This is an optimization exercise on Yosys and OpenROAD, whose aim is small area, a short achievable clock period and few clock cycles per item, not a production implementation. In this exercise RTL edits were held to simulation tests only and were not proved equivalent to the original.

File: flow/config.mk
export PLATFORM = sky130hd
export DESIGN_NAME = calcpos
export DESIGN_NICKNAME = calcpos
export VERILOG_FILES = /design/flow/design.v
export SDC_FILE = /design/flow/constraint.sdc
export NUM_CORES = 4
export LEC_CHECK = 0
export CAP_MARGIN = 20
export CORE_MARGIN = 2
export CORE_UTILIZATION = 40
export SETUP_SLACK_MARGIN = 5
export SLEW_MARGIN = 20
File: flow/constraint.sdc
create_clock -name core_clock -period 15.0 [get_ports {clk}]
set_input_delay 3.0000 -clock core_clock [delete_from_list [all_inputs] [get_ports {clk}]]
set_output_delay 3.0000 -clock core_clock [all_outputs]
set_load 0.01 [all_outputs]
File: flow/design.v
module calcpos (
    input             clk,
    input             reset,
    input             sample_valid,
    input             trig,
    input      [19:0] adc_a,
    input      [19:0] adc_b,
    input      [19:0] adc_c,
    input      [19:0] adc_d,
    input      [15:0] cha_gain,
    input      [15:0] chb_gain,
    input      [15:0] chc_gain,
    input      [15:0] chd_gain,
    input      [31:0] cha_offset,
    input      [31:0] chb_offset,
    input      [31:0] chc_offset,
    input      [31:0] chd_offset,
    input      [31:0] divide,
    input      [31:0] kx,
    input      [31:0] ky,
    input      [31:0] xpos_offset,
    input      [31:0] ypos_offset,
    output reg        data_rdy,
    output     [31:0] trignum,
    output     [31:0] cha_mag,
    output     [31:0] chb_mag,
    output     [31:0] chc_mag,
    output     [31:0] chd_mag,
    output     [31:0] sum,
    output     [31:0] xpos,
    output     [31:0] ypos
);
  localparam NQ   = 4;             
  localparam INREG = 0;            
  localparam NPOS = (NQ == 4) ? 8 : 11;       
  localparam NB   = NQ * NPOS;                
  localparam DW   = (NQ == 4) ? 40 : 42;      
  wire        sv, tg;
  wire [19:0] adc_in [0:3];
  wire [15:0] gain_in [0:3];
  wire [31:0] ofs_in [0:3];
  reg  [31:0] trigcnt;
  generate
    if (INREG) begin : ir
      reg        v0, t0;
      reg [19:0] a0, a1, a2, a3;
      reg [15:0] g0, g1, g2, g3;
      reg [31:0] o0, o1, o2, o3;
      always @(posedge clk) begin
        if (reset) begin
          v0 <= 1'b0;
          t0 <= 1'b0;
        end else begin
          v0 <= sample_valid;
          t0 <= trig;
        end
        a0 <= adc_a; a1 <= adc_b; a2 <= adc_c; a3 <= adc_d;
        g0 <= cha_gain; g1 <= chb_gain; g2 <= chc_gain; g3 <= chd_gain;
        o0 <= cha_offset; o1 <= chb_offset; o2 <= chc_offset; o3 <= chd_offset;
      end
      assign sv = v0;
      assign tg = t0;
      assign adc_in[0] = a0;  assign gain_in[0] = g0;  assign ofs_in[0] = o0;
      assign adc_in[1] = a1;  assign gain_in[1] = g1;  assign ofs_in[1] = o1;
      assign adc_in[2] = a2;  assign gain_in[2] = g2;  assign ofs_in[2] = o2;
      assign adc_in[3] = a3;  assign gain_in[3] = g3;  assign ofs_in[3] = o3;
    end else begin : nr
      assign sv = sample_valid;
      assign tg = trig;
      assign adc_in[0] = adc_a;  assign gain_in[0] = cha_gain;  assign ofs_in[0] = cha_offset;
      assign adc_in[1] = adc_b;  assign gain_in[1] = chb_gain;  assign ofs_in[1] = chb_offset;
      assign adc_in[2] = adc_c;  assign gain_in[2] = chc_gain;  assign ofs_in[2] = chc_offset;
      assign adc_in[3] = adc_d;  assign gain_in[3] = chd_gain;  assign ofs_in[3] = chd_offset;
    end
  endgenerate
  reg  v2, t2;
  wire ld1 = sv & tg;            
  wire ld2 = v2 & t2;            
  always @(posedge clk) begin
    if (reset) begin
      v2 <= 1'b0;
      t2 <= 1'b0;
      trigcnt <= 32'd0;
    end else begin
      v2 <= sv;
      t2 <= tg;
      if (sample_valid & trig) trigcnt <= trigcnt + 32'd1;
    end
  end
  assign trignum = trigcnt;
  localparam S_IDLE = 3'd0;
  localparam S_DIV  = 3'd1;   
  localparam S_SUMS = 3'd2;   
  localparam S_POS  = 3'd3;   
  reg [2:0]  state;
  reg [3:0]  cnt;
  reg [31:0] dvs;             
  reg [33:0] dvs3;            
  wire st_div  = (state == S_DIV);
  wire st_sums = (state == S_SUMS);
  wire st_pos  = (state == S_POS);
  wire pos_first = st_pos & (cnt == NPOS);
  wire pos_last  = st_pos & (cnt == 4'd1);
  function [33:0] r4;
    input [31:0] r;
    input [1:0]  b;
    input [31:0] d;
    input [33:0] d3;
    reg   [34:0] x, t1, t2, t3;
    begin
      x  = {1'b0, r, b};
      t1 = x - {3'b0, d};
      t2 = x - {2'b0, d, 1'b0};
      t3 = x - {1'b0, d3};
      if (!t3[34])      r4 = {2'd3, t3[31:0]};
      else if (!t2[34]) r4 = {2'd2, t2[31:0]};
      else if (!t1[34]) r4 = {2'd1, t1[31:0]};
      else              r4 = {2'd0, x[31:0]};
    end
  endfunction
  function [32:0] r2;
    input [31:0] r;
    input        b;
    input [31:0] d;
    reg   [32:0] t;
    begin
      t = {r, b} - {1'b0, d};
      r2 = t[32] ? {1'b0, r[30:0], b} : {1'b1, t[31:0]};
    end
  endfunction
  wire [31:0]   qv [0:3];        
  wire [3:0]    qs;              
  wire [31:0]   remq [0:3];
  wire [NQ-1:0] qd [0:3];
  wire [31:0]   rem_sums [0:1];  
  wire [3:0]    lowd;            
  wire d16  = |dvs[31:4];
  wire d128 = |dvs[31:7];
  genvar g;
  generate
    for (g = 0; g < 4; g = g + 1) begin : chn
      wire [19:0] adc_r  = adc_in[g];
      wire [15:0] gain_r = gain_in[g];
      wire [31:0] ofs_r  = ofs_in[g];
      wire [16:0] gx = {gain_r, 1'b0};
      wire [46:0] row [0:8];
      wire [7:0]  ng;
      genvar i;
      for (i = 0; i < 8; i = i + 1) begin : bt
        wire [2:0]  bd  = gx[2*i+2:2*i];
        wire        one = bd[0] ^ bd[1];
        wire        two = (bd == 3'b100) | (bd == 3'b011);
        wire [20:0] pm  = one ? {adc_r[19], adc_r} : two ? {adc_r, 1'b0} : 21'd0;
        wire [20:0] px  = pm ^ {21{bd[2]}};
        assign ng[i] = bd[2];
        if (i == 0) begin : r0
          assign row[0] = {12'hfff, 1'b0, 1'b1, 1'b0, 1'b1, 1'b0, 1'b1, 1'b0, 1'b1,
                           1'b0, 1'b1, 1'b0, 1'b1, ~px[20], px[20], px[20:0]};
        end else begin : ri
          assign row[i] = ({26'd0, ~px[20], px[19:0]} << (2*i)) | ({46'd0, ng[i-1]} << (2*i-2));
        end
      end
      assign row[8] = {~ofs_r, ng[7], 14'd0};
      wire [46:0] a0s = row[0] ^ row[1] ^ row[2];
      wire [46:0] a0c = ((row[0] & row[1]) | (row[0] & row[2]) | (row[1] & row[2])) << 1;
      wire [46:0] a1s = row[3] ^ row[4] ^ row[5];
      wire [46:0] a1c = ((row[3] & row[4]) | (row[3] & row[5]) | (row[4] & row[5])) << 1;
      wire [46:0] a2s = row[6] ^ row[7] ^ row[8];
      wire [46:0] a2c = ((row[6] & row[7]) | (row[6] & row[8]) | (row[7] & row[8])) << 1;
      wire [46:0] b0s = a0s ^ a0c ^ a1s;
      wire [46:0] b0c = ((a0s & a0c) | (a0s & a1s) | (a0c & a1s)) << 1;
      wire [46:0] b1s = a1c ^ a2s ^ a2c;
      wire [46:0] b1c = ((a1c & a2s) | (a1c & a2c) | (a2s & a2c)) << 1;
      wire [46:0] c0s = b0s ^ b0c ^ b1s;
      wire [46:0] c0c = ((b0s & b0c) | (b0s & b1s) | (b0c & b1s)) << 1;
      wire [46:0] es = c0s ^ c0c ^ b1c;
      wire [46:0] ec = ((c0s & c0c) | (c0s & b1c) | (c0c & b1c)) << 1;
      reg [46:0] ps;
      reg [46:1] pc;
      always @(posedge clk) begin
        ps <= es;
        pc <= ec[46:1];
      end
      wire [46:0] pf = ps + {pc, 1'b0} + 47'h000000008000;
      wire [30:0] chi = pf[46:16];
      wire        pb15 = pf[15];
      wire [31:0] corr   = {chi, pb15};
      wire [39:0] corr40 = {{8{corr[31]}}, corr};
      reg  [39:0] acc;
      always @(posedge clk) begin
        if (reset)   acc <= 40'd0;
        else if (v2) acc <= t2 ? corr40 : acc + corr40;
      end
      reg  [DW-1:0] dsr;
      reg  [31:0]   rem;
      reg           qneg;
      wire [39:0] lat_abs = acc[39] ? (40'd0 - acc) : acc;
      assign lowd[g] = acc[39] ? ((&acc[39:20]) & (|acc[19:0])) : ~(|acc[39:20]);
      wire [31:0] rn;
      wire [NQ-1:0] q;
      wire [33:0] sa = r4(rem, dsr[DW-1:DW-2], dvs, dvs3);
      if (NQ == 4) begin : q4
        wire [33:0] sb = r4(sa[31:0], dsr[DW-3:DW-4], dvs, dvs3);
        assign q  = {sa[33:32], sb[33:32]};
        assign rn = sb[31:0];
      end else begin : q3
        wire [32:0] sb = r2(sa[31:0], dsr[DW-3], dvs);
        assign q  = {sa[33:32], sb[32]};
        assign rn = sb[31:0];
      end
      assign qd[g]   = q;
      assign remq[g] = rem;
      assign qv[g]   = dsr[31:0];
      assign qs[g]   = qneg;
      wire [DW+31:0] lx = {{(DW-8){1'b0}}, lat_abs};
      wire [DW+31:0] ldv;
      if (NQ == 4) begin : a4
        assign ldv = (&lowd & d16) ? (lx << 24) : &lowd ? (lx << 20) : lx;
      end else begin : a3
        assign ldv = (&lowd & d128) ? (lx << 27) : (&lowd & d16) ? (lx << 24) :
                     &lowd ? (lx << 21) : lx;
      end
      always @(posedge clk) begin
        if (ld2) begin
          qneg <= acc[39];
          dsr  <= ldv[DW-1:0];
        end else if (st_div)
          dsr <= {dsr[DW-NQ-1:0], q};
        else if (st_sums)
          dsr <= {{(DW-32){1'b0}}, qneg ? (32'd0 - dsr[31:0]) : dsr[31:0]};
      end
      if (g >= 2) begin : rg
        always @(posedge clk) begin
          if (ld2) rem <= ldv[DW+31:DW];
          else if (st_div) rem <= rn;
        end
      end else begin : rp
        always @(posedge clk) begin
          if (ld2) rem <= ldv[DW+31:DW];
          else if (st_div | st_pos) rem <= rn;
          else if (st_sums) rem <= rem_sums[g];
        end
      end
    end
  endgenerate
  function [63:0] csa4;       
    input [31:0] a, b, c, d;
    reg   [31:0] s1, c1, s2, c2;
    begin
      s1 = a ^ b ^ c;
      c1 = ((a & b) | (a & c) | (b & c)) << 1;
      s2 = s1 ^ c1 ^ d;
      c2 = ((s1 & c1) | (s1 & d) | (c1 & d)) << 1;
      csa4 = {c2, s2};
    end
  endfunction
  wire [31:0] ma = qv[0] ^ {32{qs[0]}};
  wire [31:0] mb = qv[1] ^ {32{qs[1]}};
  wire [31:0] mc = qv[2] ^ {32{qs[2]}};
  wire [31:0] md = qv[3] ^ {32{qs[3]}};
  wire [63:0] ssum = csa4(ma, mb, mc, md);
  wire [2:0]  nneg = qs[0] + qs[1] + qs[2] + qs[3];
  wire [63:0] sxn = csa4(ma, md, ~mb, ~mc);
  wire [63:0] syn = csa4(ma, mb, ~mc, ~md);
  wire [3:0]  xcor = 4'd2 + qs[0] + qs[3] - qs[1] - qs[2];
  wire [3:0]  ycor = 4'd2 + qs[0] + qs[1] - qs[2] - qs[3];
  wire [31:0] sum_p = ssum[31:0] + ssum[63:32] + {29'd0, nneg};
  wire [31:0] sum_n = ~ssum[31:0] + ~ssum[63:32] + 32'd2 - {29'd0, nneg};
  wire [31:0] xn_p  = sxn[31:0] + sxn[63:32] + {{28{xcor[3]}}, xcor};
  wire [31:0] xn_n  = ~sxn[31:0] + ~sxn[63:32] + 32'd2 - {{28{xcor[3]}}, xcor};
  wire [31:0] yn_p  = syn[31:0] + syn[63:32] + {{28{ycor[3]}}, ycor};
  wire [31:0] yn_n  = ~syn[31:0] + ~syn[63:32] + 32'd2 - {{28{ycor[3]}}, ycor};
  wire [33:0] sum3_p = {2'b00, sum_p} + {1'b0, sum_p, 1'b0};
  wire [33:0] sum3_n = {2'b00, sum_n} + {1'b0, sum_n, 1'b0};
  assign rem_sums[0] = xn_p[31] ? xn_n : xn_p;
  assign rem_sums[1] = yn_p[31] ? yn_n : yn_p;
  reg [31:0] sum_r;
  reg        negx, negy, zero;
  reg [32:0] kxr, kyr;          
  reg [34:0] kx3, ky3;          
  localparam BW = 32 + NB;      
  reg [BW-1:0] bx, by;          
  reg [NQ-1:0] dx, dy;
  wire [31:0] rx = remq[0], ry = remq[1];
  wire satx = (rx >= dvs);
  wire saty = (ry >= dvs);
  wire [32:0] kxs = negx ? (33'd0 - kxr) : kxr;
  wire [32:0] kys = negy ? (33'd0 - kyr) : kyr;
  wire [34:0] kxs3 = negx ? (35'd0 - kx3) : kx3;
  wire [34:0] kys3 = negy ? (35'd0 - ky3) : ky3;
  always @(posedge clk) begin
    if (ld1) dvs <= divide;
    else if (st_sums) dvs <= sum_p[31] ? sum_n : sum_p;
    if (ld2) dvs3 <= {2'b00, dvs} + {1'b0, dvs, 1'b0};
    else if (st_sums) dvs3 <= sum_p[31] ? sum3_n : sum3_p;
  end
  function [36:0] kmul;       
    input [1:0]  d;
    input [32:0] k;
    input [34:0] k3;
    begin
      case (d)
        2'd0: kmul = 37'd0;
        2'd1: kmul = {{4{k[32]}}, k};
        2'd2: kmul = {{3{k[32]}}, k, 1'b0};
        default: kmul = {{2{k3[34]}}, k3};
      endcase
    end
  endfunction
  wire [36:0] lx = kmul(dx[1:0], kxr, kx3);
  wire [36:0] ly = kmul(dy[1:0], kyr, ky3);
  wire [BW-1:0] hxe, hye;
  generate
    if (NQ == 4) begin : h4
      wire [36:0] hx = kmul(dx[3:2], kxr, kx3);
      wire [36:0] hy = kmul(dy[3:2], kyr, ky3);
      assign hxe = {{(BW-39){hx[36]}}, hx, 2'b00};
      assign hye = {{(BW-39){hy[36]}}, hy, 2'b00};
    end else begin : h3
      assign hxe = dx[2] ? {{(BW-35){kxr[32]}}, kxr, 2'b00} : {BW{1'b0}};
      assign hye = dy[2] ? {{(BW-35){kyr[32]}}, kyr, 2'b00} : {BW{1'b0}};
    end
  endgenerate
  wire [BW-1:0] bx_next = {bx[BW-NQ-1:0], {NQ{1'b0}}} + hxe + {{(BW-37){lx[36]}}, lx};
  wire [BW-1:0] by_next = {by[BW-NQ-1:0], {NQ{1'b0}}} + hye + {{(BW-37){ly[36]}}, ly};
  always @(posedge clk) begin
    if (st_sums) begin
      sum_r <= sum_p;
      negx  <= xn_p[31] ^ sum_p[31];
      negy  <= yn_p[31] ^ sum_p[31];
      zero  <= (sum_p == 32'd0);
      kxr   <= {kx[31], kx};
      kyr   <= {ky[31], ky};
      kx3   <= {{3{kx[31]}}, kx} + {{2{kx[31]}}, kx, 1'b0};
      ky3   <= {{3{ky[31]}}, ky} + {{2{ky[31]}}, ky, 1'b0};
    end
    if (pos_first) begin
      kxr <= (zero | satx) ? 33'd0 : kxs;
      kyr <= (zero | saty) ? 33'd0 : kys;
      kx3 <= (zero | satx) ? 35'd0 : kxs3;
      ky3 <= (zero | saty) ? 35'd0 : kys3;
      bx  <= {{(BW-32){1'b0}}, zero ? 32'd0 : satx ? kxs[31:0] : xpos_offset};
      by  <= {{(BW-32){1'b0}}, zero ? 32'd0 : saty ? kys[31:0] : ypos_offset};
    end else if (st_pos) begin
      bx <= bx_next;
      by <= by_next;
    end
    if (st_pos) begin
      dx <= pos_last ? (qd[0] & ~((1 << (NB - 31)) - 1)) : qd[0];
      dy <= pos_last ? (qd[1] & ~((1 << (NB - 31)) - 1)) : qd[1];
    end
  end
  assign cha_mag = qv[0];
  assign chb_mag = qv[1];
  assign chc_mag = qv[2];
  assign chd_mag = qv[3];
  assign sum  = sum_r;
  assign xpos = bx_next[BW-1:BW-32];
  assign ypos = by_next[BW-1:BW-32];
  wire [3:0] ndiv;
  generate
    if (NQ == 4) begin : n4
      assign ndiv = (&lowd & d16) ? 4'd4 : &lowd ? 4'd5 : 4'd10;
    end else begin : n3
      assign ndiv = (&lowd & d128) ? 4'd5 : (&lowd & d16) ? 4'd6 : &lowd ? 4'd7 : 4'd14;
    end
  endgenerate
  always @(posedge clk) begin
    if (reset) begin
      state    <= S_IDLE;
      data_rdy <= 1'b0;
      cnt      <= 4'd0;
    end else begin
      data_rdy <= 1'b0;
      case (state)
        S_IDLE: if (ld2) begin
          state <= S_DIV;
          cnt   <= ndiv;
        end
        S_DIV: begin
          cnt <= cnt - 4'd1;
          if (cnt == 4'd1) begin
            state <= S_SUMS;
          end
        end
        S_SUMS: begin
          state <= S_POS;
          cnt   <= NPOS;
        end
        S_POS: begin
          cnt <= cnt - 4'd1;
          if (cnt == 4'd1) begin
            data_rdy <= 1'b1;
            state    <= S_IDLE;
          end
        end
        default: state <= S_IDLE;
      endcase
    end
  end
endmodule
File: flow/run.sh
#!/bin/bash
# synth_recipe.tcl (not shown) runs the flow's synth.tcl, then flattens the netlist and writes it again
# the make line also repeats each setting of config.mk as NAME=value (left out here)
make -C /OpenROAD-flow-scripts/flow DESIGN_CONFIG=/design/flow/config.mk WORK_HOME=/design/flow/orfs CLKGATE_MAP_FILE= SYNTH_SCRIPT=/design/flow/synth_recipe.tcl finish
==> results of run 1 <==
==> state kept, by name, summed over array words and instances, names as in the netlist, 33 cells and up <==
| name | flops |
|---|---|
| chn.acc | 160 |
| chn.ps | 172 |
| chn.dsr | 160 |
| chn.pc | 168 |
| ky3 | 35 |
| dvs3 | 34 |
| kxr | 33 |
| chn.rem | 128 |
| kyr | 33 |
| bx | 60 |
| by | 60 |
| kx3 | 35 |
==> cell usage after synthesis (156+ instances only) <==
| cell type | number |
|---|---|
| edfxtp_1 | 601 |
| mux2_2 | 156 |
| nand3_1 | 304 |
| a22oi_1 | 592 |
| clkbuf_1 | 815 |
| o21ai_0 | 1293 |
| o21a_1 | 232 |
| inv_1 | 1664 |
| fa_1 | 889 |
| dfxtp_1 | 597 |
| nand2b_1 | 262 |
| xor2_1 | 911 |
| nor3_1 | 371 |
| mux2i_1 | 170 |
| ha_1 | 2248 |
| nor2_1 | 1343 |
| a21o_1 | 752 |
| xnor2_1 | 1521 |
| o21bai_1 | 170 |
| o22ai_1 | 215 |
| o31ai_1 | 224 |
| o211ai_1 | 197 |
| a21oi_1 | 1507 |
| nor2b_1 | 226 |
| nand2_1 | 1313 |
| a211oi_1 | 299 |
==> cell usage in the layout (no fill, tap or decap), types with 303 or more instances in the layout <==
cell	Yosys	layout
nor2_1	1343	1325
ha_1	2248	2245
edfxtp_1	601	601
nand2_1	1313	1309
nand3_1	304	303
xnor2_1	1521	1517
xor2_1	911	910
clkdlybuf4s50_1	0	690
fa_1	889	889
dfxtp_1	597	595
o21ai_0	1293	1288
a22oi_1	592	591
a21o_1	752	752
inv_1	1664	1658
a21oi_1	1507	1505
nor3_1	371	370
==> path summary, 6_finish.rpt <==
| path | start | end | slack (ps) | cells past startpoint |
|---|---|---|---|---|
| setup / recovery | dy[0] | ypos[31] | 5210 | 22 |
| hold / removal | bx[49] | bx[49] | 480 | 2 |
| setup reg to reg | dvs3[0] | chn[2].rem[27] | 5270 | 27 |
| hold reg to reg | bx[49] | bx[49] | 480 | 2 |
==> cell families (layout without fill, tap and decap cells) <==
family | count (synthesis) | after routing | synth area share, %
compound gates | 6604 | 6604 | 24.47
simple gates | 4742 | 4742 | 12.74
fa+ha+maj | 3138 | 3138 | 25.85
buf+inv | 2757 | 2978 | 6.123
xor+xnor | 2432 | 2432 | 11.98
flops | 1198 | 1198 | 16.88
mux | 328 | 328 | 1.959
other cells | 0 | 37 | 0
==> final cells by class <==
class,instances,area (µm²)
antenna,37,92.59
clock inverter,104,1105
fill,44023,246000
clock buffer,197,4427
multi-input combinational,17244,137400
inverter,1689,6349
tap,5904,7387
timing repair buffer,988,9369
sequential,1198,30010
==> stage by stage <==
step	setup slack (ps)	utilization [%]
after floorplan	6593	-
after global placement	5160	43.01
after detailed placement	4957	43.03
after CTS	5001	44.29
after global routing	4964	44.35
final	5214	44.36
==> worst max-delay path, delay by kind of cell, from the launching register on <==
kind                       cells  cell delay (ps)
buffers and inverters          5             1530
adders and majority gates      2              850
AOI/OAI and AO/OA             12             2180
xor gates and xnor gates       1              150
DFF                            1              370
and+or+nand+nor                2              710
==> metal layers <==
metal / track usage, % / vias to the layer above / wire (µm)
li1: - / 76665 / -
met3: 4.791 / 1374 / 52740
met2: 46.05 / 6744 / 301700
met5: 0 / - / 72
met1: 36.64 / 78159 / 275200
met4: 18.01 / 10 / 48370
==> what timing repair did <==
action / CTS / global route
endpoints found under the hold margin: 0 / 0
pin swaps: 0 / 4
setup endpoints to repair: 23 / 60
buffers inserted: 0 / 3
resized for setup: 15 / 38
==> results.cfg, run 1 <==
[critical_path]
crit_chain = buf_12, nor2b_2, buf_6, a22oi_1, inv_1, buf_6, fa_1, ha_1, a21o_1, a21o_1, a21o_1, a21o_1, a21o_1, a21o_1, a21o_1, o21ai_0, a21bo_2, a21oi_1, or4_1, a31oi_2, xnor2_1, clkdlybuf4s50_1
arrival_ps = 6790
crit_path_top_delay_cell = clkdlybuf4s50_1
slowest_delay_ps = 560
crit_path_end_kind = primary output
worstPathRequired_ps = 12000
cp_max_fo = 39
cpMostUsedCell = a21o_1
start_kind = register
critical_path_class = register to primary output

[final_layout]
nets = 24860
drive_gt1_share_pct = 4.865
post-route-cell-area_mm2 = 0.1961
final_cells = 27361
area_growth_pct = 10.34

[clock_tree]
clock-sinks = 1198
holdBufCountCts = 0
cts-root-buf = clkbuf_16
cts_buffers = 166
cts_tree = yes
cts.path.max_buffers = 4
path_clk_slew_ps = 60
htree_num_levels = 4
clock_latency_ps = 970

[timing]
finalCriticalPeriod_ps = 9786
final_max_slew_viol_count = 0
fin_setup_tns_ps = 0
finalHoldViolCount = 0
worstMarginPinSlew_ps = 1235
setup_violations = 0
worst_slew_margin_rel_pct = 17.36
rsz0062_at_grt = true
clock_skew_ps = 94.55
whs_ps = 480.1
fmax_mhz = 102.2
post-route-period-util_pct = 65.24

[synth]
syn_nets = 24772
ys.flop_type = edfxtp_1
synth_top_cell_area_share_pct = 15.83
avgSynthCellArea_um2 = 8.384
yosysTopAreaCell = ha_1
synth_area_leaders = ha_1, edfxtp_1, fa_1
netlist_area_mm2 = 0.1777
ys_warn_count = 1
syn_inst = 21199
ys_seq_elements = 1198
synth-seq-area-share_pct = 16.88
async_flop_share_pct = 0
synth_edf_count = 601
synth_cell_types = 105

[run_status]
status = timing/DRC/antenna clean

[floorplanning]
die_area_mm2 = 0.4497
num_io_pins = 693
start_util_pct = 40.20
die_w_um = 670.6
core_area_mm2 = 0.4421
die_h_um = 670.6
row_count = 244

[detailed_routing]
drc_errors = 0
ant_nets = 0
dr.pass1.iters = 8
vias_per_cell = 5.956
drtIter0Drc = 15985
vias = 162952
wirelength_mm = 678.1
wl_per_cell_um = 24.78

[placement]
placedCellCount = 27018
port_buffers = 692
place_area_mm2 = 0.1902
dp_hpwl_mm = 531.9
place.gp.congestion = 1.042

[global_route]
overflow = 0
grt_use_total_pct = 28.97
grt_pass1_vias = 155095
antenna_found_initial = 46
grt_max_degree = 151
grt_pass1_wl_mm = 1001

[job]
maxCapViolCount = 0

[hold_path]
worstHoldPathType = register to register
Testbench counts, summed over its fixed seeds: cycles 6,017, items 384.
==> inputs of run 2 (changes only) <==
--- a/flow/design.v
+++ b/flow/design.v
@@ -32,8 +32,7 @@
 );
   localparam NQ   = 4;             
-  localparam INREG = 0;            
-  localparam NPOS = (NQ == 4) ? 8 : 11;       
-  localparam NB   = NQ * NPOS;                
-  localparam DW   = (NQ == 4) ? 40 : 42;      
+  localparam NPOS = 8;             
+  localparam NB   = NQ * NPOS;     
+  localparam DW   = 40;            
   wire        sv, tg;
   wire [19:0] adc_in [0:3];
@@ -41,37 +40,10 @@
   wire [31:0] ofs_in [0:3];
   reg  [31:0] trigcnt;
-  generate
-    if (INREG) begin : ir
-      reg        v0, t0;
-      reg [19:0] a0, a1, a2, a3;
-      reg [15:0] g0, g1, g2, g3;
-      reg [31:0] o0, o1, o2, o3;
-      always @(posedge clk) begin
-        if (reset) begin
-          v0 <= 1'b0;
-          t0 <= 1'b0;
-        end else begin
-          v0 <= sample_valid;
-          t0 <= trig;
-        end
-        a0 <= adc_a; a1 <= adc_b; a2 <= adc_c; a3 <= adc_d;
-        g0 <= cha_gain; g1 <= chb_gain; g2 <= chc_gain; g3 <= chd_gain;
-        o0 <= cha_offset; o1 <= chb_offset; o2 <= chc_offset; o3 <= chd_offset;
-      end
-      assign sv = v0;
-      assign tg = t0;
-      assign adc_in[0] = a0;  assign gain_in[0] = g0;  assign ofs_in[0] = o0;
-      assign adc_in[1] = a1;  assign gain_in[1] = g1;  assign ofs_in[1] = o1;
-      assign adc_in[2] = a2;  assign gain_in[2] = g2;  assign ofs_in[2] = o2;
-      assign adc_in[3] = a3;  assign gain_in[3] = g3;  assign ofs_in[3] = o3;
-    end else begin : nr
-      assign sv = sample_valid;
-      assign tg = trig;
-      assign adc_in[0] = adc_a;  assign gain_in[0] = cha_gain;  assign ofs_in[0] = cha_offset;
-      assign adc_in[1] = adc_b;  assign gain_in[1] = chb_gain;  assign ofs_in[1] = chb_offset;
-      assign adc_in[2] = adc_c;  assign gain_in[2] = chc_gain;  assign ofs_in[2] = chc_offset;
-      assign adc_in[3] = adc_d;  assign gain_in[3] = chd_gain;  assign ofs_in[3] = chd_offset;
-    end
-  endgenerate
+  assign sv = sample_valid;
+  assign tg = trig;
+  assign adc_in[0] = adc_a;  assign gain_in[0] = cha_gain;  assign ofs_in[0] = cha_offset;
+  assign adc_in[1] = adc_b;  assign gain_in[1] = chb_gain;  assign ofs_in[1] = chb_offset;
+  assign adc_in[2] = adc_c;  assign gain_in[2] = chc_gain;  assign ofs_in[2] = chc_offset;
+  assign adc_in[3] = adc_d;  assign gain_in[3] = chd_gain;  assign ofs_in[3] = chd_offset;
   reg  v2, t2;
   wire ld1 = sv & tg;            
@@ -119,14 +91,4 @@
     end
   endfunction
-  function [32:0] r2;
-    input [31:0] r;
-    input        b;
-    input [31:0] d;
-    reg   [32:0] t;
-    begin
-      t = {r, b} - {1'b0, d};
-      r2 = t[32] ? {1'b0, r[30:0], b} : {1'b1, t[31:0]};
-    end
-  endfunction
   wire [31:0]   qv [0:3];        
   wire [3:0]    qs;              
@@ -134,7 +96,11 @@
   wire [NQ-1:0] qd [0:3];
   wire [31:0]   rem_sums [0:1];  
-  wire [3:0]    lowd;            
-  wire d16  = |dvs[31:4];
-  wire d128 = |dvs[31:7];
+  wire [3:0]    lt16, lt17, lt18, lt19, lt20, lt21, lt22, lt23, lt24;   
+  wire m2 = |dvs[31:1];
+  wire m3 = |dvs[31:2];
+  wire m4 = |dvs[31:3];
+  wire m5 = |dvs[31:4];
+  wire q16 = &lt16 | (&lt17 & m2) | (&lt18 & m3) | (&lt19 & m4) | (&lt20 & m5);
+  wire q20 = &lt20 | (&lt21 & m2) | (&lt22 & m3) | (&lt23 & m4) | (&lt24 & m5);
   genvar g;
   generate
@@ -196,17 +162,19 @@
       reg           qneg;
       wire [39:0] lat_abs = acc[39] ? (40'd0 - acc) : acc;
-      assign lowd[g] = acc[39] ? ((&acc[39:20]) & (|acc[19:0])) : ~(|acc[39:20]);
+      assign lt16[g] = acc[39] ? ((&acc[39:16]) & (|acc[15:0])) : ~(|acc[39:16]);
+      assign lt17[g] = acc[39] ? ((&acc[39:17]) & (|acc[16:0])) : ~(|acc[39:17]);
+      assign lt18[g] = acc[39] ? ((&acc[39:18]) & (|acc[17:0])) : ~(|acc[39:18]);
+      assign lt19[g] = acc[39] ? ((&acc[39:19]) & (|acc[18:0])) : ~(|acc[39:19]);
+      assign lt20[g] = acc[39] ? ((&acc[39:20]) & (|acc[19:0])) : ~(|acc[39:20]);
+      assign lt21[g] = acc[39] ? ((&acc[39:21]) & (|acc[20:0])) : ~(|acc[39:21]);
+      assign lt22[g] = acc[39] ? ((&acc[39:22]) & (|acc[21:0])) : ~(|acc[39:22]);
+      assign lt23[g] = acc[39] ? ((&acc[39:23]) & (|acc[22:0])) : ~(|acc[39:23]);
+      assign lt24[g] = acc[39] ? ((&acc[39:24]) & (|acc[23:0])) : ~(|acc[39:24]);
       wire [31:0] rn;
       wire [NQ-1:0] q;
       wire [33:0] sa = r4(rem, dsr[DW-1:DW-2], dvs, dvs3);
-      if (NQ == 4) begin : q4
-        wire [33:0] sb = r4(sa[31:0], dsr[DW-3:DW-4], dvs, dvs3);
-        assign q  = {sa[33:32], sb[33:32]};
-        assign rn = sb[31:0];
-      end else begin : q3
-        wire [32:0] sb = r2(sa[31:0], dsr[DW-3], dvs);
-        assign q  = {sa[33:32], sb[32]};
-        assign rn = sb[31:0];
-      end
+      wire [33:0] sb = r4(sa[31:0], dsr[DW-3:DW-4], dvs, dvs3);
+      assign q  = {sa[33:32], sb[33:32]};
+      assign rn = sb[31:0];
       assign qd[g]   = q;
       assign remq[g] = rem;
@@ -215,10 +183,5 @@
       wire [DW+31:0] lx = {{(DW-8){1'b0}}, lat_abs};
       wire [DW+31:0] ldv;
-      if (NQ == 4) begin : a4
-        assign ldv = (&lowd & d16) ? (lx << 24) : &lowd ? (lx << 20) : lx;
-      end else begin : a3
-        assign ldv = (&lowd & d128) ? (lx << 27) : (&lowd & d16) ? (lx << 24) :
-                     &lowd ? (lx << 21) : lx;
-      end
+      assign ldv = q16 ? (lx << 24) : q20 ? (lx << 20) : lx;
       always @(posedge clk) begin
         if (ld2) begin
@@ -311,15 +274,8 @@
   wire [36:0] ly = kmul(dy[1:0], kyr, ky3);
   wire [BW-1:0] hxe, hye;
-  generate
-    if (NQ == 4) begin : h4
-      wire [36:0] hx = kmul(dx[3:2], kxr, kx3);
-      wire [36:0] hy = kmul(dy[3:2], kyr, ky3);
-      assign hxe = {{(BW-39){hx[36]}}, hx, 2'b00};
-      assign hye = {{(BW-39){hy[36]}}, hy, 2'b00};
-    end else begin : h3
-      assign hxe = dx[2] ? {{(BW-35){kxr[32]}}, kxr, 2'b00} : {BW{1'b0}};
-      assign hye = dy[2] ? {{(BW-35){kyr[32]}}, kyr, 2'b00} : {BW{1'b0}};
-    end
-  endgenerate
+  wire [36:0] hx = kmul(dx[3:2], kxr, kx3);
+  wire [36:0] hy = kmul(dy[3:2], kyr, ky3);
+  assign hxe = {{(BW-39){hx[36]}}, hx, 2'b00};
+  assign hye = {{(BW-39){hy[36]}}, hy, 2'b00};
   wire [BW-1:0] bx_next = {bx[BW-NQ-1:0], {NQ{1'b0}}} + hxe + {{(BW-37){lx[36]}}, lx};
   wire [BW-1:0] by_next = {by[BW-NQ-1:0], {NQ{1'b0}}} + hye + {{(BW-37){ly[36]}}, ly};
@@ -358,12 +314,5 @@
   assign xpos = bx_next[BW-1:BW-32];
   assign ypos = by_next[BW-1:BW-32];
-  wire [3:0] ndiv;
-  generate
-    if (NQ == 4) begin : n4
-      assign ndiv = (&lowd & d16) ? 4'd4 : &lowd ? 4'd5 : 4'd10;
-    end else begin : n3
-      assign ndiv = (&lowd & d128) ? 4'd5 : (&lowd & d16) ? 4'd6 : &lowd ? 4'd7 : 4'd14;
-    end
-  endgenerate
+  wire [3:0] ndiv = q16 ? 4'd4 : q20 ? 4'd5 : 4'd10;
   always @(posedge clk) begin
     if (reset) begin
==> flow/flow/run.sh (new file) <==
#!/bin/bash
set -euo pipefail
sed 's/ CLKGATE_MAP_FILE= / CLKGATE_MAP_FILE= SETUP_SLACK_MARGIN=7 /' standard.sh > standard_margin.sh
grep -q 'SETUP_SLACK_MARGIN=7' standard_margin.sh
bash standard_margin.sh > make.log 2>&1
==> flow/standard.sh (new file) <==
#!/bin/bash
# synth_recipe.tcl (not shown) runs the flow's synth.tcl, then flattens the netlist and writes it again
# the make line also repeats each setting of config.mk as NAME=value (left out here)
make -C /OpenROAD-flow-scripts/flow DESIGN_CONFIG=/design/flow/config.mk WORK_HOME=/design/flow/orfs CLKGATE_MAP_FILE= SYNTH_SCRIPT=/design/flow/synth_recipe.tcl "${@:-finish}"
--- a/flow/config.mk
+++ b/flow/config.mk
@@ -9,4 +9,3 @@
 export CORE_MARGIN = 2
 export CORE_UTILIZATION = 40
-export SETUP_SLACK_MARGIN = 5
 export SLEW_MARGIN = 20
removed: flow/run.sh
==> run 2 against run 1 <==
Cell count rose by 1.8%. Core utilization is 2.4 points higher. Clock skew is 6.5 ps lower. Final area grew 5.2%. Still clean on timing, DRC and antenna. Non-clock buffer count rose by 587. Setup slack better by 520 ps. Synthesized area down 0.38%. Critical path depth increased by 3. Critical path type unchanged. Sequential share of layout area fell by 0.76 points. Highest routed layer unchanged. Clock-buffer cell count is 14 higher.
==> results.cfg, run 2 <==
[clock_tree]
cts-root-buf = clkbuf_16
path_clk_slew_ps = 60
htree_num_levels = 4
clock-sinks = 1198
cts_tree = yes
cts.path.max_buffers = 4
cts_buffers = 165
clock_latency_ps = 930

[synth]
ys.flop_type = edfxtp_1
yosys-top-cells-count = ha_1, inv_1, a21oi_1
yosysMostFrequentCell = ha_1
yosysTopAreaCell = ha_1
async_flop_share_pct = 0
netlist_area_mm2 = 0.1770
synth_edf_count = 601
synth_top_cell_area_share_pct = 16.02
ys_warn_count = 1
syn_inst = 21119
syn_nets = 24711
synth_cell_types = 104
ys_seq_elements = 1198
synth-seq-area-share_pct = 16.94
synth_area_leaders = ha_1, edfxtp_1, fa_1
avgSynthCellArea_um2 = 8.383

[floorplanning]
die_h_um = 669.3
die_w_um = 669.3
die_area_mm2 = 0.4480
core_area_mm2 = 0.4411
row_count = 244
start_util_pct = 40.13
num_io_pins = 693

[detailed_routing]
vias_per_cell = 5.930
vias = 165240
wirelength_mm = 702.1
ant_nets = 0
drc_errors = 0
drtIter0Drc = 16857
wl_per_cell_um = 25.20
dr.pass1.iters = 7

[timing]
fmax_mhz = 108.0
post-route-period-util_pct = 61.74
finalCriticalPeriod_ps = 9261
worst_slew_margin_rel_pct = 21.82
clock_skew_ps = 88.05
setup_slack_ps = 5739
setup_violations = 0
final_max_slew_viol_count = 0
fin_setup_tns_ps = 0
finalHoldViolCount = 0
whs_ps = 476.4
worstMarginPinSlew_ps = 1173
rsz0062_at_grt = true

[global_route]
overflow = 0
grt_use_total_pct = 29.59
grt_max_degree = 179
antenna_found_initial = 63
grt_pass1_wl_mm = 1017
grt_pass1_vias = 156654

[final_layout]
top_regs = chn.ps (172), chn.pc (168)
largest-register = chn.ps
nets = 25373
final_cell_mix = ha_1, inv_1, a21oi_1
final_cells = 27865
final_core_util_pct = 46.79
largest_register_ffs = 172
drive_gt1_share_pct = 10.39
area_growth_pct = 16.58
final_common_cell = ha_1
post-route-cell-area_mm2 = 0.2064

[critical_path]
cpMostUsedCell = buf_4
cp_max_fo = 38
crit_path_top_delay_cell = fa_1
start_kind = register
crit_path_end_kind = primary output
cpLargestDelayFamily = simple AND/OR/NAND/NOR gates
worstPathRequired_ps = 12000
critical_path_class = register to primary output
worst-path-buf-inv = 6
slowest_delay_ps = 470
arrival_ps = 6260

[hold_path]
worstHoldPathType = register to register

[placement]
place_area_mm2 = 0.1895
port_buffers = 692
place.gp.congestion = 1.021
place_ws_ps = 4736
placedCellCount = 26913
dp_hpwl_mm = 529.4

[job]
maxCapViolCount = 0

[run_status]
status = timing/DRC/antenna clean
## run 2: changes by cell type after synthesis, sizes merged, moves of 30 or more
| cell | delta |
|---|---|
| o22ai | -41 |
| nand2 | -69 |
| a21boi | +31 |
| o211ai | -51 |
| o21ai | -34 |
| a22o | +55 |
| inv | +59 |
| nor2 | +77 |
| nand4 | -30 |
| mux2i | +60 |
| a21o | -32 |
| xnor2 | -33 |
| a21oi | +71 |
| a31o | -31 |
## run 2: repair_timing
item	CTS	global route
cloned	26	12
pin swaps	258	267
hold buffers	0	0
setup endpoints to repair	284	261
gates resized for setup	983	533
endpoints found under the hold margin	0	0
setup buffers	359	203
## run 2: worst paths after layout
check	cells past startpoint	startpoint	slack, ps	to
max	25	dy[1]	5740	ypos[23]
min	2	bx[45]	480	bx[45]
max reg2reg	61	dx[0]	5920	bx[7]
min reg2reg	2	bx[45]	480	bx[45]
## run 2: kinds of logic (layout without fill, tap and decap cells)
logic type	count (synthesis)	in the layout	synth area share, %
AO/OA/AOI/OAI	6475	6480	23.93
AND/OR/NAND/NOR	4658	4659	12.50
adder cells (fa/ha/maj)	3158	3158	26.08
buffers and inverters	2837	3627	6.330
XOR/XNOR	2393	2393	11.84
flip-flops	1198	1198	16.94
multiplexers	400	400	2.382
other	0	46	0
## run 2: cell type report
| type | count | area, µm² |
|---|---|---|
| Timing Repair inverter | 3 | 22.52 |
| Fill cell | 42563 | 234700 |
| Clock inverter | 90 | 1027 |
| Timing Repair Buffer | 1575 | 15300 |
| Antenna cell | 46 | 115.1 |
| Multi-Input combinational cell | 17090 | 141400 |
| Tap cell | 5904 | 7387 |
| Sequential cell | 1198 | 30010 |
| Inverter | 1748 | 6616 |
| Clock buffer | 211 | 4552 |
## run 2: routing by layer
metal  routed length (µm)  GRT usage [%]  vias up
li1                     -              -    76975
met5                   39              0        -
met1               282600          37.45    79495
met4                56380          19.91        6
met2               306800          46.18     7112
met3                56360          5.043     1652
## run 2: tightest hold or removal path: stages (launching register included)
cell and delay (ps):
dfxtp_1 330, inv_1 50, o21ai_0 50
Testbench counts of run 2, summed over its fixed seeds: cycles 5,920, items 384.
==> inputs of run 3 (changes only) <==
--- a/flow/design.v
+++ b/flow/design.v
@@ -48,5 +48,6 @@
   reg  v2, t2;
   wire ld1 = sv & tg;            
-  wire ld2 = v2 & t2;            
+  wire idle;
+  wire ld2 = ((ld1 & ~v2) | (v2 & t2)) & idle & ~reset;
   always @(posedge clk) begin
     if (reset) begin
@@ -69,4 +70,7 @@
   reg [31:0] dvs;             
   reg [33:0] dvs3;            
+  reg [31:0] dvm;             
+  reg [33:0] dvm3;            
+  assign idle  = (state == S_IDLE);
   wire st_div  = (state == S_DIV);
   wire st_sums = (state == S_SUMS);
@@ -97,8 +101,8 @@
   wire [31:0]   rem_sums [0:1];  
   wire [3:0]    lt16, lt17, lt18, lt19, lt20, lt21, lt22, lt23, lt24;   
-  wire m2 = |dvs[31:1];
-  wire m3 = |dvs[31:2];
-  wire m4 = |dvs[31:3];
-  wire m5 = |dvs[31:4];
+  wire m2 = |divide[31:1];
+  wire m3 = |divide[31:2];
+  wire m4 = |divide[31:3];
+  wire m5 = |divide[31:4];
   wire q16 = &lt16 | (&lt17 & m2) | (&lt18 & m3) | (&lt19 & m4) | (&lt20 & m5);
   wire q20 = &lt20 | (&lt21 & m2) | (&lt22 & m3) | (&lt23 & m4) | (&lt24 & m5);
@@ -173,6 +177,8 @@
       wire [31:0] rn;
       wire [NQ-1:0] q;
-      wire [33:0] sa = r4(rem, dsr[DW-1:DW-2], dvs, dvs3);
-      wire [33:0] sb = r4(sa[31:0], dsr[DW-3:DW-4], dvs, dvs3);
+      wire [31:0] dv  = (g < 2) ? dvs : dvm;
+      wire [33:0] dv3 = (g < 2) ? dvs3 : dvm3;
+      wire [33:0] sa = r4(rem, dsr[DW-1:DW-2], dv, dv3);
+      wire [33:0] sb = r4(sa[31:0], dsr[DW-3:DW-4], dv, dv3);
       assign q  = {sa[33:32], sb[33:32]};
       assign rn = sb[31:0];
@@ -196,11 +202,11 @@
         always @(posedge clk) begin
           if (ld2) rem <= ldv[DW+31:DW];
-          else if (st_div) rem <= rn;
+          else rem <= rn;
         end
       end else begin : rp
         always @(posedge clk) begin
           if (ld2) rem <= ldv[DW+31:DW];
-          else if (st_div | st_pos) rem <= rn;
           else if (st_sums) rem <= rem_sums[g];
+          else rem <= rn;
         end
       end
@@ -255,6 +261,8 @@
     if (ld1) dvs <= divide;
     else if (st_sums) dvs <= sum_p[31] ? sum_n : sum_p;
-    if (ld2) dvs3 <= {2'b00, dvs} + {1'b0, dvs, 1'b0};
+    if (ld1) dvs3 <= {2'b00, divide} + {1'b0, divide, 1'b0};
     else if (st_sums) dvs3 <= sum_p[31] ? sum3_n : sum3_p;
+    if (ld1) dvm <= divide;
+    if (ld1) dvm3 <= {2'b00, divide} + {1'b0, divide, 1'b0};
   end
   function [36:0] kmul;       
--- a/flow/config.mk
+++ b/flow/config.mk
@@ -6,4 +6,5 @@
 export NUM_CORES = 4
 export LEC_CHECK = 0
+export ABC_AREA = 1
 export CAP_MARGIN = 20
 export CORE_MARGIN = 2
==> run 3 against run 2 <==
Still clean on timing, DRC and antenna. First-iteration DRC count increased by 31%. Non-clock buffer count is 367 lower. Cell count rose by 28%. Fmax up 13%. Clock-buffer cell count increased by 8. Sequential share of layout area fell by 0.78 points. Global-route usage increased by 3.7 points. Synthesized cell count grew 36%. Critical endpoint is now xpos[29]. Highest routed layer unchanged.
==> results.cfg, run 3 <==
[floorplanning]
row_count = 257
core_area_mm2 = 0.4894
die_h_um = 704.7
die_area_mm2 = 0.4966
start_util_pct = 40.13
die_w_um = 704.7
num_io_pins = 693

[synth]
synth_cell_types = 85
yosys-top-cells-count = nand2_1, inv_1, a21oi_1
async_flop_share_pct = 0
yosysTopAreaCell = ha_1
yosysMostFrequentCell = nand2_1
synth_edf_count = 537
ys_warn_count = 1
ys.flop_type = dfxtp_1
synth_top_cell_area_share_pct = 14.39
avgSynthCellArea_um2 = 6.836
netlist_area_mm2 = 0.1964
syn_inst = 28729
synth-seq-area-share_pct = 15.60
ys_seq_elements = 1262
syn_nets = 32313
synth_area_leaders = ha_1, nand2_1, fa_1

[global_route]
antenna_found_initial = 80
grt_pass1_vias = 188031
overflow = 0
grt_pass1_wl_mm = 1257
grt_use_total_pct = 33.34
grt_max_degree = 96

[final_layout]
register_area_mm2 = 0.03064
top_regs = chn.ps (172), chn.pc (168)
largest-register = chn.ps
drive_gt1_share_pct = 6.341
post-route-cell-area_mm2 = 0.2227
multiInputGateArea_mm2 = 0.1512
final_cell_mix = nand2_1, inv_1, a21oi_1
largest_register_ffs = 172
nets = 32692
fillerInstances = 50544
area_growth_pct = 13.37
final_common_cell = nand2_1

[timing]
whs_ps = 497.0
post-route-period-util_pct = 54.80
clock_skew_ps = 93.57
worst_slew_margin_rel_pct = 9.364
worstMarginPinSlew_ps = 1345
setup_slack_ps = 6780
final_max_slew_viol_count = 0
fin_setup_tns_ps = 0
finalCriticalPeriod_ps = 8220
fmax_mhz = 121.7
finalHoldViolCount = 0
rsz0062_at_grt = true
setup_violations = 0

[placement]
place_ws_ps = 5114
place.gp.congestion = 1.031
place_area_mm2 = 0.2090
port_buffers = 692
dp_hpwl_mm = 713.6

[critical_path]
arrival_ps = 5220
cp_max_fo = 4
crit_path_end_kind = primary output
worstPathRequired_ps = 12000
start_kind = register
critical_path_class = register to primary output

[clock_tree]
cts.path.max_buffers = 4
clock_latency_ps = 980
cts_buffers = 176
path_clk_slew_ps = 60
cts_tree = yes
clock-sinks = 1262
htree_num_levels = 4
cts-root-buf = clkbuf_16

[job]
maxCapViolCount = 0

[detailed_routing]
vias_per_cell = 5.667
wl_per_cell_um = 24.26
wirelength_mm = 867.9
vias = 202758
drc_errors = 0
ant_nets = 0
dr.pass1.iters = 7
drtIter0Drc = 22099

[run_status]
status = timing/DRC/antenna clean

[hold_path]
worstHoldPathType = register to register
-- run 3: logic make-up after synthesis --
logic type | count (synthesis) | synth area share [%]
adders and majority gates | 3148 | 23.45
and+or+nand+nor | 10427 | 21.97
buffers and inverters | 5032 | 9.988
muxes | 15 | 0.07900
AOI/OAI and AO/OA | 6643 | 19.08
DFF | 1262 | 15.60
xor gates and xnor gates | 2202 | 9.828
-- run 3: repair_timing --
action | 4_1_cts | 5_1_grt
gates resized for setup | 692 | 508
endpoints found under the setup margin | 122 | 187
cloned | 10 | 1
buffers inserted | 173 | 95
hold buffers | 0 | 0
pin swaps | 125 | 208
-- run 3: final cells by class --
class                   count  share of cell area (%)
repair buffers           1208                   5.074
clock inverters           105                  0.5715
multi-input cells       22436                   67.91
flip-flops and latches   1262                   13.76
inverters                4020                   6.836
diodes                     49                 0.05507
clock buffers             219                   2.142
repair inverters            4                 0.01517
well taps                6475                   3.638
-- run 3: path summary, 6_finish.rpt --
| path | startpoint | end | slack, ps | cells after the start |
|---|---|---|---|---|
| worst min-delay path | cnt[0] | cnt[0] | 500 | 2 |
| worst min register to register | cnt[0] | cnt[0] | 500 | 2 |
| worst max-delay path | dx[3] | xpos[29] | 6780 | 24 |
| worst max register to register | chn[2].qneg | dvs3[29] | 7140 | 26 |
-- run 3: metrics by stage --
stage | instances | util [%]
after floorplan | 28729 | -
after global placement | 35120 | 42.69
after detailed placement | 35123 | 42.70
after CTS | 35630 | 44.90
after global routing | 35764 | 45.49
final | 35778 | 45.50
-- run 3: metal layers --
layer	GRT usage, %	routed length (µm)	share of wire, %
met2	48.59	355000	41
met3	7.064	83220	9.6
met4	13.19	39290	4.5
met5	0	45	0.0052
met1	47.63	390300	45
-- run 3: worst max-delay path: stages, from the launching register on --
cell and delay [ps]:
edfxtp_1 470, clkinvlp_4 190, nor2_4 150, buf_6 130, inv_6 40, o21ai_4 160, o21bai_4 190, buf_12 150
buf_16 100, fa_1 450, ha_4 310, a21oi_4 140, inv_2 60, a31oi_2 180, o21ai_1 120, nor2_2 140
nand3_4 100, nand2_2 60, o211ai_1 140, nand2_1 100, o211ai_1 150, buf_4 190, a31oi_4 170, xor2_1 210
buf_2 170
Testbench counts of run 3, summed over its fixed seeds: cycles 5,544, items 384.
==> inputs of run 4 (changes only) <==
==> flow/run.sh (new file) <==
#!/bin/bash
# synth_recipe.tcl (not shown) runs the flow's synth.tcl, then flattens the netlist and writes it again
# the make line also repeats each setting of config.mk as NAME=value (left out here)
make -C /OpenROAD-flow-scripts/flow DESIGN_CONFIG=/design/flow/config.mk WORK_HOME=/design/flow/orfs CLKGATE_MAP_FILE= SYNTH_SCRIPT=/design/flow/synth_recipe.tcl finish
--- a/flow/config.mk
+++ b/flow/config.mk
@@ -6,7 +6,7 @@
 export NUM_CORES = 4
 export LEC_CHECK = 0
-export ABC_AREA = 1
 export CAP_MARGIN = 20
 export CORE_MARGIN = 2
 export CORE_UTILIZATION = 40
+export SETUP_SLACK_MARGIN = 5
 export SLEW_MARGIN = 20
removed: flow/flow/run.sh
removed: flow/standard.sh
==> run 4 against run 3 <==
Synthesized area shrank 8.9%. Critical path type unchanged. Core utilization shrank 1.0 points. Setup slack lost 1600 ps. Non-clock buffer count shrank 210. Hold slack lost 32 ps. Final area shrank 11%. Critical endpoint is now ypos[29].
==> results.cfg, run 4 <==
[run_status]
status = timing/DRC/antenna clean

[critical_path]
crit_path_end_kind = primary output
reg2reg_slack_ps = 5330
worstPathRequired_ps = 12000
r2r-start = dvs[2]
arrival_ps = 6820
r2r-end = chn[0].rem[3]
cp_max_fo = 39
r2r_cells = 30
critical_path_class = register to primary output
start_kind = register

[synth]
ys_warn_count = 1
syn_inst = 21414
netlist_area_mm2 = 0.1790
syn_nets = 24998
yosysTopAreaCell = ha_1
avgSynthCellArea_um2 = 8.358
synth_top_cell_area_share_pct = 15.79
synth_cell_types = 97
yosys-top-cells-count = ha_1, inv_1, a21oi_1
ys_seq_elements = 1262
async_flop_share_pct = 0
synth_area_leaders = ha_1, fa_1, edfxtp_1
ys.flop_type = dfxtp_1
synth_edf_count = 537
synth-seq-area-share_pct = 17.12
yosysMostFrequentCell = ha_1

[placement]
port_buffers = 692
dp_hpwl_mm = 539.0
place_ws_ps = 4867
place.gp.congestion = 0.9911
placedCellCount = 27232

[final_layout]
final_common_cell = ha_1
drive_gt1_share_pct = 4.949
final_cells = 27599
fillerInstances = 44131
largest-register = chn.ps
nets = 25078
area_growth_pct = 10.70
largest_register_ffs = 172
top_regs = chn.ps (172), chn.pc (168)
final_cell_mix = ha_1, inv_1, a21oi_1

[clock_tree]
cts_tree = yes
cts_buffers = 176
clock-sinks = 1262
cts.path.max_buffers = 4
path_clk_slew_ps = 60
cts-root-buf = clkbuf_16
clock_latency_ps = 990
htree_num_levels = 4

[timing]
fmax_mhz = 101.8
post-route-period-util_pct = 65.48
finalHoldViolCount = 0
rsz0062_at_grt = true
clock_skew_ps = 111.7
fin_setup_tns_ps = 0
setup_slack_ps = 5178
worst_slew_margin_rel_pct = 15.09
finalCriticalPeriod_ps = 9822
whs_ps = 465.2
setup_violations = 0
final_max_slew_viol_count = 0
worstMarginPinSlew_ps = 1260

[hold_path]
hold_path_end = by[59]
worstHoldStart = by[59]
worstHoldPathType = register to register
hold-path-cell-count = 2

[detailed_routing]
wirelength_mm = 668.2
dr.pass1.iters = 7
vias = 162213
vias_per_cell = 5.877
ant_nets = 0
drtIter0Drc = 15640
wl_per_cell_um = 24.21
drc_errors = 0

[job]
maxCapViolCount = 0

[global_route]
grt_pass1_wl_mm = 985.5
antenna_found_initial = 62
overflow = 0
grt_pass1_vias = 151902
grt_use_total_pct = 28.32
grt_max_degree = 115

[floorplanning]
die_w_um = 672.9
row_count = 245
die_h_um = 672.9
num_io_pins = 693
start_util_pct = 40.18
die_area_mm2 = 0.4528
core_area_mm2 = 0.4454
==> run 4: worst max-delay path by stage <==
stage / slack [ps] / end / start / cells past startpoint
2_1_floorplan: 6600 / dvs3[32] / chn[1].qneg / 33
3_3_place_gp: 4960 / chn[3].rem[0] / dvm[1] / 29
3_5_place_dp: 4870 / chn[3].rem[0] / dvm[1] / 29
4_1_cts: 5020 / xpos[31] / dx[2] / 22
5_1_grt: 4850 / chn[3].rem[0] / dvm[1] / 29
6_report: 5180 / ypos[29] / dy[0] / 22
==> run 4: what timing repair did <==
item	CTS	global route
pin swaps	2	10
hold endpoints to repair	0	0
hold buffers	0	0
buffers inserted	2	6
setup endpoints to repair	53	108
gates resized for setup	39	48
gates cloned	0	2
==> run 4: worst max-delay path: stages (launching register included) <==
cell	delay, ps
edfxtp_1	390
buf_12	260
nor2b_2	200
buf_6	310
a22o_1	200
ha_1	230
ha_1	250
fa_1	470
a21o_1	180
a21o_1	220
a2111oi_2	370
a21oi_1	150
a31o_2	310
a21oi_4	240
o21ai_2	140
a21oi_2	240
a211o_1	220
o21a_1	230
o31ai_2	140
a21o_1	190
a21oi_1	170
xnor2_1	140
clkdlybuf4s50_1	550
==> run 4: final cells by class <==
type	count	area, µm²	area share (%)
multi-input combinational	17233	137400	69.34
clock buffer	235	4975	2.511
sequential	1262	30650	15.47
tap	5928	7417	3.744
clock inverter	89	1321	0.6669
timing repair buffer	998	9444	4.767
antenna	31	77.57	0.03916
inverter	1823	6860	3.463
==> run 4: cells by family after synthesis <==
family / count (synthesis) / share of synthesized area, %
AOI/OAI and AO/OA: 6563 / 24.07
xor gates and xnor gates: 2419 / 11.84
adders and majority gates: 3148 / 25.74
buffers and inverters: 2920 / 6.414
DFF: 1262 / 17.12
muxes: 386 / 2.275
and+or+nand+nor: 4716 / 12.55
==> run 4: per-layer routing <==
metal,GRT usage (%),vias up,routed length [µm]
li1,-,76962,-
met1,39.09,78050,295000
met2,42.94,6128,283300
met3,4.555,1045,52230
met4,13.64,28,37470
met5,0,-,188
==> run 4: per-stage QoR <==
stage                     instance area (µm²)  util (%)
after floorplan                        179000         -
after global placement                 191200     42.93
after detailed placement               191200     42.94
after CTS                              197700     44.39
after global routing                   198100     44.47
final                                  198100     44.48
==> inputs of run 5 (changes only) <==
==> flow/flow/run.sh (new file) <==
#!/bin/bash
set -euo pipefail
sed 's/ CLKGATE_MAP_FILE= / CLKGATE_MAP_FILE= SETUP_SLACK_MARGIN=8 /' standard.sh > standard_margin.sh
grep -q 'SETUP_SLACK_MARGIN=8' standard_margin.sh
bash standard_margin.sh > make.log 2>&1
==> flow/standard.sh (new file) <==
#!/bin/bash
# synth_recipe.tcl (not shown) runs the flow's synth.tcl, then flattens the netlist and writes it again
# the make line also repeats each setting of config.mk as NAME=value (left out here)
make -C /OpenROAD-flow-scripts/flow DESIGN_CONFIG=/design/flow/config.mk WORK_HOME=/design/flow/orfs CLKGATE_MAP_FILE= SYNTH_SCRIPT=/design/flow/synth_recipe.tcl "${@:-finish}"
--- a/flow/config.mk
+++ b/flow/config.mk
@@ -6,7 +6,7 @@
 export NUM_CORES = 4
 export LEC_CHECK = 0
+export ABC_AREA = 1
 export CAP_MARGIN = 20
 export CORE_MARGIN = 2
 export CORE_UTILIZATION = 40
-export SETUP_SLACK_MARGIN = 5
 export SLEW_MARGIN = 20
removed: flow/run.sh
==> run 5 against run 4 <==
Setup slack better by 1800 ps. Core utilization is 2.6 points higher. Critical path depth grew 3. Synthesized cell count increased by 34%. Clock skew rose by 12 ps. Cell count grew 31%. Largest cell class unchanged. Highest routed layer unchanged.
==> results.cfg, run 5 <==
[synth]
synth_cell_types = 85
netlist_area_mm2 = 0.1964
syn_inst = 28729
ys_seq_elements = 1262
yosysTopAreaCell = ha_1
yosys-top-cells-count = nand2_1, inv_1, a21oi_1
synth_edf_count = 537
syn_nets = 32313
avgSynthCellArea_um2 = 6.836
ys.flop_type = dfxtp_1
synth_area_leaders = ha_1, nand2_1, fa_1
yosysMostFrequentCell = nand2_1
synth-seq-area-share_pct = 15.60
ys_warn_count = 1
synth_top_cell_area_share_pct = 14.39
async_flop_share_pct = 0

[floorplanning]
die_h_um = 704.7
num_io_pins = 693
die_area_mm2 = 0.4966
start_util_pct = 40.13
core_area_mm2 = 0.4894
row_count = 257
die_w_um = 704.7

[timing]
post-route-period-util_pct = 53.63
whs_ps = 487.6
fmax_mhz = 124.3
clock_skew_ps = 124.0
final_max_slew_viol_count = 0
worstMarginPinSlew_ps = 1299
setup_violations = 0
finalHoldViolCount = 0
finalCriticalPeriod_ps = 8045
fin_setup_tns_ps = 0
rsz0062_at_grt = true
worst_slew_margin_rel_pct = 13.00

[placement]
dp_hpwl_mm = 705.6
place.gp.congestion = 1.026
port_buffers = 692

[final_layout]
top_regs = chn.ps (172), chn.pc (168)
final_cell_mix = nand2_1, inv_1, a21oi_1
largest_register_ffs = 172
drive_gt1_share_pct = 9.082
final_common_cell = nand2_1
area_growth_pct = 17.20
largest-register = chn.ps
nets = 32992

[critical_path]
slowest_delay_ps = 460
crit_path_top_delay_cell = fa_1
cpMostUsedCell = nor2_4
crit_path_end_kind = primary output
worstPathRequired_ps = 12000
arrival_ps = 5040
worst-path-buf-inv = 7
cp_max_fo = 6
start_kind = register
cpLargestDelayFamily = compound AO/OA/AOI/OAI gates
critical_path_class = register to primary output

[clock_tree]
cts.path.max_buffers = 4
cts_buffers = 177
holdBufCountCts = 0
cts_tree = yes
cts-root-buf = clkbuf_16
clock_latency_ps = 980
path_clk_slew_ps = 60
clock-sinks = 1262
htree_num_levels = 4

[detailed_routing]
dr.pass1.iters = 7
ant_nets = 0
drtIter0Drc = 23118
vias_per_cell = 5.685
vias = 205122
wl_per_cell_um = 24.26
wirelength_mm = 875.3
drc_errors = 0

[global_route]
grt_pass1_vias = 190371
overflow = 0
grt_pass1_wl_mm = 1268
grt_max_degree = 156
grt_use_total_pct = 33.49
antenna_found_initial = 68

[job]
maxCapViolCount = 0

[hold_path]
worstHoldPathType = register to register

[run_status]
status = timing/DRC/antenna clean
[run 5: worst register-to-register path, delay by kind of cell (launching register included)]
kind | cells | cell delay (ps)
simple gates | 9 | 830
xor+xnor | 2 | 490
flops | 1 | 400
fa+ha+maj | 7 | 2860
buf+inv | 10 | 1160
compound gates | 7 | 1000
[run 5: layout make-up]
class | instances | area (µm²)
antenna | 53 | 132.6
clock buffer | 225 | 5097
clock inverter | 98 | 1251
fill | 49850 | 259200
inverter | 4020 | 15410
multi-input combinational | 22438 | 155200
sequential | 1262 | 30640
tap | 6475 | 8102
timing repair buffer | 1500 | 14320
timing repair inverter | 9 | 63.81
[run 5: cell families after synthesis]
logic type      count (synthesis)  share of synthesized area, %
compound gates               6643                         19.08
xor+xnor                     2202                         9.828
simple gates                10427                         21.97
flops                        1262                         15.60
buf+inv                      5032                         9.988
mux                            15                       0.07900
fa+ha+maj                    3148                         23.45
[run 5: worst paths after layout]
kind / startpoint / end / slack [ps] / cells past startpoint
min: cnt[0] / cnt[0] / 490 / 2
min reg2reg: cnt[0] / cnt[0] / 490 / 2
max: dx[2] / xpos[30] / 6960 / 25
max reg2reg: chn[2].qneg / dvs3[30] / 7890 / 35
[run 5: metrics by stage]
step | worst slack [ps] | area (µm²) | utilization, % | instances
after CTS | 6971 | 224600 | 45.90 | 35785
after global routing | 6774 | 230100 | 47.02 | 36064
after floorplan | 7931 | 196500 | - | 28729
after detailed placement | 5275 | 208900 | 42.69 | 35103
after global placement | 5302 | 208900 | 42.69 | 35102
final | 6955 | 230200 | 47.03 | 36080
[run 5: timing repair]
action                                  CTS  global route
setup endpoints to repair               499           453
resized for setup                      1488           761
endpoints found under the hold margin     0             0
cloned                                   17             6
pin swaps                               307           371
buffers inserted                        342           233
[run 5: layer usage]
| metal | vias to the layer above | share of wire [%] | track usage, % |
|---|---|---|---|
| met1 | 97275 | 44 | 47.59 |
| met3 | 1407 | 9.8 | 7.352 |
| met5 | - | 0.0071 | 0 |
| li1 | 97151 | - | - |
| met4 | 10 | 4.4 | 12.76 |
| met2 | 9279 | 41 | 49.14 |

## port drivers added, routing unchanged
In the flow no input, the clock included, has a driving cell. The finished layouts below were timed again as built, in two steps.
Step 1 sets driving cells, clkbuf_16 on the clock port and buf_2 on the other inputs (assumed; they add their load-dependent delay and slew).
Step 2 adds t to the input delays and takes it off the output delays; t is the mean of the earliest and latest rising clock arrival at the registers after step 1. Input paths then give back, and output paths get back, about the clock's delay inside the block.
a / b / c = ideal ports / drivers / drivers and shift; a / b = the first two.
run	t, ns	slack for setup (ns)	worst hold slack (ns)	worst setup path after step 2	worst slew at a driven data input, ns
run 1	1.042	5.214 / 5.096 / 5.267	0.480 / 0.480 / 0.480	register to register	0.17
run 2	1.013	5.739 / 5.616 / 5.923	0.476 / 0.476 / 0.476	register to register	0.18
run 3	1.069	6.780 / 6.645 / 6.147	0.497 / 0.497 / 0.497	input to register	0.19
run 4	1.051	5.178 / 5.058 / 5.329	0.465 / 0.465 / 0.465	register to register	0.42
run 5	1.052	6.955 / 6.825 / 6.957	0.488 / 0.488 / 0.488	input to register	0.18
After both steps setup and hold are still met in every run listed. The setup slack of run 3, which loses most, moves by -0.135 ns with the drivers and by -0.633 ns with both steps.
